From an optimization exercise on the open Yosys and OpenROAD flow, aimed at small area; shortcuts taken in it are not production practice.
In this exercise RTL edits were held to simulation tests only and were not proved equivalent to the original.

Design median_filter_resource_optimized, start of the top module:
module median_filter_resource_optimized
(
    input                ck100m,
    input                srst_n,
    input                enable,
    input        [15:0]  in,
    output               out_enable,
    output reg   [15:0]  out
);
For scale: roughly 280 flip-flops, about 36 I/O pins.
export LEC_CHECK = 0
export ABC_AREA = 1
export CAP_MARGIN = 20
export CORE_MARGIN = 2
export CORE_UTILIZATION = 40
export CTS_CLUSTER_DIAMETER = 50
export CTS_CLUSTER_SIZE = 20
export SLEW_MARGIN = 20
create_clock -name core_clock -period 5.0 [get_ports {ck100m}]
standard.sh (not shown) runs the stock make flow with config.mk's settings and CLKGATE_MAP_FILE= SYNTH_SCRIPT=/design/flow/synth_recipe.tcl, a recipe that flattens the netlist after the stock synthesis.
==> flow/flow/run.sh <==
#!/bin/bash
# The standard layout (standard.sh), with two changes:
#  - the port buffers are sky130_fd_sc_hd__buf_1 rather than the default choice;
#  - clock tree synthesis inserts no dummy loads and builds the tree from
#    sky130_fd_sc_hd__clkbuf_8, with the sink clustering of config.mk.
# make's full output goes to flow.log in this folder; ORFS keeps each step's log
# under orfs/logs/.
set -euo pipefail
bash standard.sh \
  "BUFFER_PORTS_ARGS=-buffer_cell sky130_fd_sc_hd__buf_1" \
  "CTS_ARGS=-sink_clustering_enable -repair_clock_nets -dont_use_dummy_load -buf_list sky130_fd_sc_hd__clkbuf_4 -sink_clustering_size 12 -sink_clustering_max_diameter 40" \
  finish > flow.log 2>&1
Edit:
--- a/flow/flow/run.sh
+++ b/flow/flow/run.sh
@@ -10,3 +10,3 @@
   "BUFFER_PORTS_ARGS=-buffer_cell sky130_fd_sc_hd__buf_1" \
-  "CTS_ARGS=-sink_clustering_enable -repair_clock_nets -dont_use_dummy_load -buf_list sky130_fd_sc_hd__clkbuf_4 -sink_clustering_size 12 -sink_clustering_max_diameter 40" \
+  "CTS_ARGS=-sink_clustering_enable -repair_clock_nets -dont_use_dummy_load -buf_list sky130_fd_sc_hd__clkbuf_8 -sink_clustering_size 20 -sink_clustering_max_diameter 50" \
   finish > flow.log 2>&1
Settings changed: GPL_TIMING_DRIVEN from default to 0.
The new run finished clean. Worst setup slack hardly moves. Design area came out higher by 1.8%. Fmax barely changes. Wire length grows by 7.0%. Area after synthesis does not change. Hold slack is worse by 0.049 ns. First-iteration DRC count came out higher by 9.2%. Global-route usage rises by 1.1 points.
Edit:
==> flow/flow/run.sh (replaced) <==
#!/bin/bash
# The standard layout (standard.sh), with two changes:
#  - the port buffers are sky130_fd_sc_hd__buf_1 rather than the default choice;
#  - clock tree synthesis inserts no dummy loads (same clustering as config.mk).
# make's full output goes to flow.log in this folder; ORFS keeps each step's log
# under orfs/logs/.
set -euo pipefail
bash standard.sh \
  "BUFFER_PORTS_ARGS=-buffer_cell sky130_fd_sc_hd__buf_1" \
  "CTS_ARGS=-sink_clustering_enable -repair_clock_nets -dont_use_dummy_load -buf_list sky130_fd_sc_hd__clkbuf_8 -sink_clustering_size 25 -sink_clustering_max_diameter 60" \
  finish > flow.log 2>&1
Settings changed: CTS_CLUSTER_DIAMETER 50 to 60, CTS_CLUSTER_SIZE 20 to 25, GPL_TIMING_DRIVEN 0 to default.
Outcome: The changed run ran to the end with no violations. Hold slack improved by 0.073 ns. Routed wire length goes down by 7.7%. Design area goes down by 1.6%.
Edit:
==> flow/flow/run.sh (replaced) <==
#!/bin/bash
# The standard layout (standard.sh), with two changes:
#  - the port buffers are sky130_fd_sc_hd__buf_1 rather than the default choice;
#  - clock tree synthesis inserts no dummy loads and builds the tree from
#    sky130_fd_sc_hd__clkbuf_8, with the sink clustering of config.mk.
# make's full output goes to flow.log in this folder; ORFS keeps each step's log
# under orfs/logs/.
set -euo pipefail
bash standard.sh \
  "BUFFER_PORTS_ARGS=-buffer_cell sky130_fd_sc_hd__buf_1" \
  "CTS_ARGS=-sink_clustering_enable -repair_clock_nets -dont_use_dummy_load -buf_list sky130_fd_sc_hd__clkbuf_4 -sink_clustering_size 9 -sink_clustering_max_diameter 35" \
  finish > flow.log 2>&1
Settings changed: CTS_CLUSTER_DIAMETER 60 to 50, CTS_CLUSTER_SIZE 25 to 20.
=> Die area stays the same. Non-clock buffer count came out lower by 3. Via count goes up by 2.2%. Final area is about the same. Global-route usage came out higher by 0.32 points. Worst setup slack got worse by 0.012 ns. Fmax barely changes. Clock-buffer cell count rises by 25. Synthesized cell count stays the same. Routed wire length goes up by 1.1%. Critical path depth does not change.
Edit:
==> flow/run.sh (new file) <==
#!/bin/bash
# synth_recipe.tcl (not shown) runs the flow's synth.tcl, then flattens the netlist and writes it again
# the make line also repeats each setting of config.mk as NAME=value (left out here)
make -C /OpenROAD-flow-scripts/flow DESIGN_CONFIG=/design/flow/config.mk WORK_HOME=/design/flow/orfs CLKGATE_MAP_FILE= SYNTH_SCRIPT=/design/flow/synth_recipe.tcl finish
Settings changed: CTS_CLUSTER_DIAMETER 50 to 60, CTS_CLUSTER_SIZE 20 to 25.
removed: flow/flow/run.sh
removed: flow/standard.sh
Result: The changed run passed the timing, DRC and antenna checks; worst hold slack gets better by 0.015 ns; core utilization is higher by 2.2 points; area after synthesis is unchanged; design area is higher by a few percent; clock skew is lower by 0.070 ns.
Edit:
==> flow/flow/run.sh (new file) <==
#!/bin/bash
# The standard layout (standard.sh), with two changes:
#  - the port buffers are sky130_fd_sc_hd__buf_1 rather than the default choice;
#  - clock tree synthesis inserts no dummy loads and builds the tree from
#    sky130_fd_sc_hd__clkbuf_8, with the sink clustering of config.mk.
# make's full output goes to flow.log in this folder; ORFS keeps each step's log
# under orfs/logs/.
set -euo pipefail
bash standard.sh \
  "BUFFER_PORTS_ARGS=-buffer_cell sky130_fd_sc_hd__buf_1" \
  "CTS_ARGS=-sink_clustering_enable -repair_clock_nets -dont_use_dummy_load -buf_list {sky130_fd_sc_hd__clkbuf_4 sky130_fd_sc_hd__clkbuf_8} -sink_clustering_size 12 -sink_clustering_max_diameter 40" \
  finish > flow.log 2>&1
==> flow/standard.sh (new file) <==
#!/bin/bash
# synth_recipe.tcl (not shown) runs the flow's synth.tcl, then flattens the netlist and writes it again
# the make line also repeats each setting of config.mk as NAME=value (left out here)
make -C /OpenROAD-flow-scripts/flow DESIGN_CONFIG=/design/flow/config.mk WORK_HOME=/design/flow/orfs CLKGATE_MAP_FILE= SYNTH_SCRIPT=/design/flow/synth_recipe.tcl "${@:-finish}"
Settings changed: CTS_CLUSTER_DIAMETER 60 to 50, CTS_CLUSTER_SIZE 25 to 20.
removed: flow/run.sh
Hold slack is worse by 0.015 ns.
Global-route usage increases by 0.23 points.
First-iteration DRC count came out lower by 7.6%.
Area after synthesis is unchanged.
Critical path depth decreases by 2.

## what the ideal ports hide
In the flow no input, the clock included, has a driving cell. The finished layouts below were timed again as built, in two steps. Step 1: set_driving_cell puts a clkbuf_16 on ck100m and a buf_2 on each other input, an assumption about the parent block. Step 2, shift: input delay + t, output delay - t, t = (earliest + latest rising clock arrival at the registers) / 2. This alone moves slack from input paths to output paths. Three values: ideal, step 1, step 2; two values: the first two.
run | t (ns) | setup WS [ns] | worst setup path at the end | clock arrival spread, ns
the first run | 0.650 | 0.250 / 0.250 / 0.250 | register to register | 0.114 / 0.114
the second run | 0.596 | 0.248 / 0.248 / 0.248 | register to register | 0.099 / 0.099
the third run | 0.565 | 0.276 / 0.276 / 0.276 | register to register | 0.078 / 0.077
the fourth run | 0.666 | 0.264 / 0.264 / 0.264 | register to register | 0.085 / 0.085
the fifth run | 0.577 | 0.229 / 0.229 / 0.229 | register to register | 0.017 / 0.017
the sixth run | 0.549 | 0.258 / 0.258 / 0.258 | register to register | 0.071 / 0.071
After both steps every run listed still meets setup and hold.
